What follows belongs to an exercise in optimizing a design on an open flow for small area; a production flow would make more cautious choices. Where RTL was checked, it was by simulation tests only, not by an equivalence proof against the original. The clock input has no modelled driver; a real chip could not lean on it and would need a root buffer or a full tree. Power figures rest on the tool's default switching activity, not on a simulated workload.

==> flow/design.v <==
module elevator_controller #(
  parameter N = 8,
  parameter NUM_CLK_DELAY = 1024
  )(
  input                    clk,     
  input                    rst_n,   
  input  [N-1:0]           button_up,
  input  [N-1:0]           button_down,
  input                    button_close,
  input                    button_open,
  input  [N-1:0]           button_select_floor,
  input  [N-1:0]           floor_sensor,
  input                    overweight_sensor,
  input                    fire_alert,
  output                   close_door,
  output                   open_door,
  output                   motor_up,
  output                   motor_down,
  output reg               direction_up,
  output reg               direction_down
);
  localparam CHECK = 2'b00, UP = 2'b01, DOWN = 2'b10, OPEN = 2'b11;
  localparam CW = $clog2(NUM_CLK_DELAY);
  reg  [1:0] state;
  reg  [2:0] floor_reg;
  reg  [CW-1:0] elapsed;
  reg           done;
  reg  [2:0] cf;
  integer i;
  always @(*) begin
    cf = floor_reg;
    for (i = 0; i < N; i = i + 1)
      if (floor_sensor[i]) cf = i;
  end
  wire [N-1:0] rq = button_select_floor | button_up | button_down;
  reg higher, lower;
  always @(*) begin
    higher = 1'b0;
    lower  = 1'b0;
    for (i = 0; i < N; i = i + 1) begin
      if (i > cf) higher = higher | rq[i];
      if (i < cf) lower  = lower  | rq[i];
    end
  end
  wire rq_c   = rq[cf];
  wire up_c   = button_up[cf];
  wire down_c = button_down[cf];
  wire up_floor   = ({1'b0, cf} == {1'b0, floor_reg} + 4'd1);
  wire down_floor = ({1'b0, cf} + 4'd1 == {1'b0, floor_reg});
  wire s_check = (state == CHECK);
  wire s_open  = (state == OPEN);
  assign motor_up   = (state == UP);
  assign motor_down = (state == DOWN);
  wire hold = overweight_sensor | button_open;
  assign close_door = s_open & ~hold & (button_close | done);
  assign open_door  = s_open & ~close_door;
  wire inc = s_open & ~hold & ~button_close;
  wire open_req = rq_c & (up_c ? ~direction_down : (~down_c | ~direction_up));
  wire init = s_check & ~fire_alert & open_req;
  reg [1:0] next_state;
  always @(*) begin
    case (state)
      CHECK:
        if (fire_alert | open_req)               next_state = OPEN;
        else if (higher & ~direction_down)       next_state = UP;
        else if (lower & ~higher & ~direction_up) next_state = DOWN;
        else                                     next_state = CHECK;
      UP:   next_state = up_floor   ? CHECK : UP;
      DOWN: next_state = down_floor ? CHECK : DOWN;
      default: next_state = close_door ? CHECK : OPEN;
    endcase
  end
  always @(posedge clk or negedge rst_n) begin
    if (~rst_n) begin
      state          <= CHECK;
      floor_reg      <= 3'd0;
      direction_up   <= 1'b0;
      direction_down <= 1'b0;
      done           <= 1'b1;
    end else begin
      state     <= next_state;
      floor_reg <= cf;
      if (up_floor) begin
        direction_up   <= (cf != N-1);
        direction_down <= 1'b0;
      end else if (down_floor) begin
        direction_up   <= 1'b0;
        direction_down <= (cf != 0);
      end else begin
        direction_up   <= direction_up & (up_c | higher);
        direction_down <= direction_down & (down_c | lower);
      end
      done <= ~init & (done | (inc & (&elapsed)));
    end
  end
  always @(posedge clk) begin
    if (init)
      elapsed <= {CW{1'b0}};
    else if (inc)
      elapsed <= elapsed + 1'b1;
  end
endmodule
export LEC_CHECK = 0
export CAP_MARGIN = 0
export CORE_AREA = 2.3 2.72 59.8 59.84
export DIE_AREA = 0 0 62 62
export GPL_TIMING_DRIVEN = 0
export SLEW_MARGIN = 0
create_clock -name core_clock -period 10.0 [get_ports {clk}]
standard.sh (not shown) runs the stock make flow with config.mk's settings and CLKGATE_MAP_FILE= SYNTH_SCRIPT=/design/flow/synth_recipe.tcl, a recipe that flattens the netlist after the stock synthesis.
==> flow/flow/run.sh <==
#!/bin/bash
# Own layout flow: the standard ORFS flow (standard.sh), with these changes:
#  - synthesis maps logic with an area-oriented ABC script (flow/abc.script.in):
#    it is run with several deepsyn seeds, and the seed giving the smallest
#    netlist is used for the layout; no half/full-adder extraction step
#  - port buffers use the smallest buffer cell
#  - the clock tree is one buffer driving all flip-flops
#    (flow/post_cts.tcl collapses the tree CTS builds)
# Each tool's full output goes to the ORFS logs under orfs/logs (and
# trial_N/orfs/logs for the synthesis trials); make's own output goes to
# flow.log and trial_N/make.log.
set -euo pipefail
W=$PWD
SEEDS="$(seq -s " " 0 31)"
JOBS=${NUM_CORES:-4}

make_scripts() {  # $1 = folder, $2 = seed
  rm -rf "$1/scripts"
  mkdir -p "$1"
  cp -r "$FLOW_HOME/scripts" "$1/scripts"
  sed "s/@SEED@/$2/" "$W/flow/abc.script.in" > "$1/scripts/abc_speed.script"
}

# synthesis trials, JOBS at a time
n=0
for S in $SEEDS; do
  T="$W/trial_$S"
  make_scripts "$T" "$S"
  ( bash standard.sh "SCRIPTS_DIR=$T/scripts" "ADDER_MAP_FILE=" "WORK_HOME=$T/orfs" synth \
      > "$T/make.log" 2>&1 || true ) &
  n=$((n + 1))
  if (( n % JOBS == 0 )); then wait; fi
done
wait

BEST=""; BEST_AREA=""
for S in $SEEDS; do
  R="$W/trial_$S/orfs/reports/sky130hd/elevator_controller/base/synth_stat.txt"
  [[ -f $R ]] || continue
  A=$(awk '/Chip area for module/ {print $NF}' "$R" | tail -1)
  echo "trial seed $S: synth area $A" | tee -a "$W/trials.log"
  if [[ -z $BEST ]] || awk -v a="$A" -v b="$BEST_AREA" 'BEGIN{exit !(a < b)}'; then
    BEST=$S; BEST_AREA=$A
  fi
done
[[ -n $BEST ]] || { echo "no synthesis trial finished"; exit 1; }
echo "using seed $BEST (synth area $BEST_AREA)" | tee -a "$W/trials.log"

make_scripts "$W" "$BEST"
CTS="-sink_clustering_enable -repair_clock_nets -buf_list {sky130_fd_sc_hd__clkbuf_4} -root_buf sky130_fd_sc_hd__clkbuf_4 -dont_use_dummy_load"
bash standard.sh "SCRIPTS_DIR=$W/scripts" "ADDER_MAP_FILE=" \
  "BUFFER_PORTS_ARGS=-buffer_cell sky130_fd_sc_hd__buf_1" \
  "CTS_ARGS=$CTS" "POST_CTS_TCL=$W/flow/post_cts.tcl" \
  "POST_CTS_ROOT_CELL=sky130_fd_sc_hd__buf_6" finish > "$W/flow.log" 2>&1
# trial folders are only needed for their logs
for S in $SEEDS; do rm -rf "$W/trial_$S/orfs/results" "$W/trial_$S/orfs/objects" "$W/trial_$S/scripts"; done
Other scripts of this flow, unchanged in this note and not shown: flow/flow/abc.script.in, flow/flow/post_cts.tcl
Rerun with:
--- a/flow/design.v
+++ b/flow/design.v
@@ -21,11 +21,11 @@
 );
   localparam CHECK = 2'b00, UP = 2'b01, DOWN = 2'b10, OPEN = 2'b11;
   localparam CW = $clog2(NUM_CLK_DELAY);
   reg  [1:0] state;
   reg  [2:0] floor_reg;
-  reg  [CW-1:0] elapsed;
+  reg  [CW-1:0] left;
   reg           done;
   reg  [2:0] cf;
   integer i;
   always @(*) begin
     cf = floor_reg;
@@ -88,15 +88,15 @@
         direction_down <= (cf != 0);
       end else begin
         direction_up   <= direction_up & (up_c | higher);
         direction_down <= direction_down & (down_c | lower);
       end
-      done <= ~init & (done | (inc & (&elapsed)));
+      done <= ~init & (done | (inc & ~(|left)));
     end
   end
   always @(posedge clk) begin
     if (init)
-      elapsed <= {CW{1'b0}};
+      left <= {CW{1'b1}};
     else if (inc)
-      elapsed <= elapsed + 1'b1;
+      left <= left - 1'b1;
   end
 endmodule
The changed run finished clean.
First-iteration DRC count shrinks by about 22%.
Worst setup slack is better by 0.21 ns.
Power rose by 18%.
Maximum frequency rises by about 4%.
Design area is about the same.
Via count shrinks by about 0.9%.
No functional check of the RTL was part of the second run of this note.

port drivers added, routing unchanged:
Ports are ideal in the flow. The routed layouts listed here were re-timed in OpenROAD.
Step 1: set_driving_cell puts a clkbuf_16 on clk and a buf_2 on each other input, an assumption about the parent block.
Step 2 moves the port delays by t, midway between the first and last clock arrival at a register: inputs arrive t later, outputs are due t later. That takes back most of the time a late clock gives input paths.
Three values: ideal ports, drivers, drivers and shift; two values: the first two.
| run | t, ns | slack for setup (ns) | worst register clock-pin slew, ns |
|---|---|---|---|
| the first run | 0.161 | 4.733 / 4.727 / 4.566 | 0.11 / 0.11 |
| the second run | 0.166 | 4.939 / 4.943 / 4.777 | 0.12 / 0.12 |
After both steps setup and hold are still met in every run listed. For the first run, which loses most, drivers alone change the setup slack by -0.006 ns; drivers and shift together by -0.167 ns.
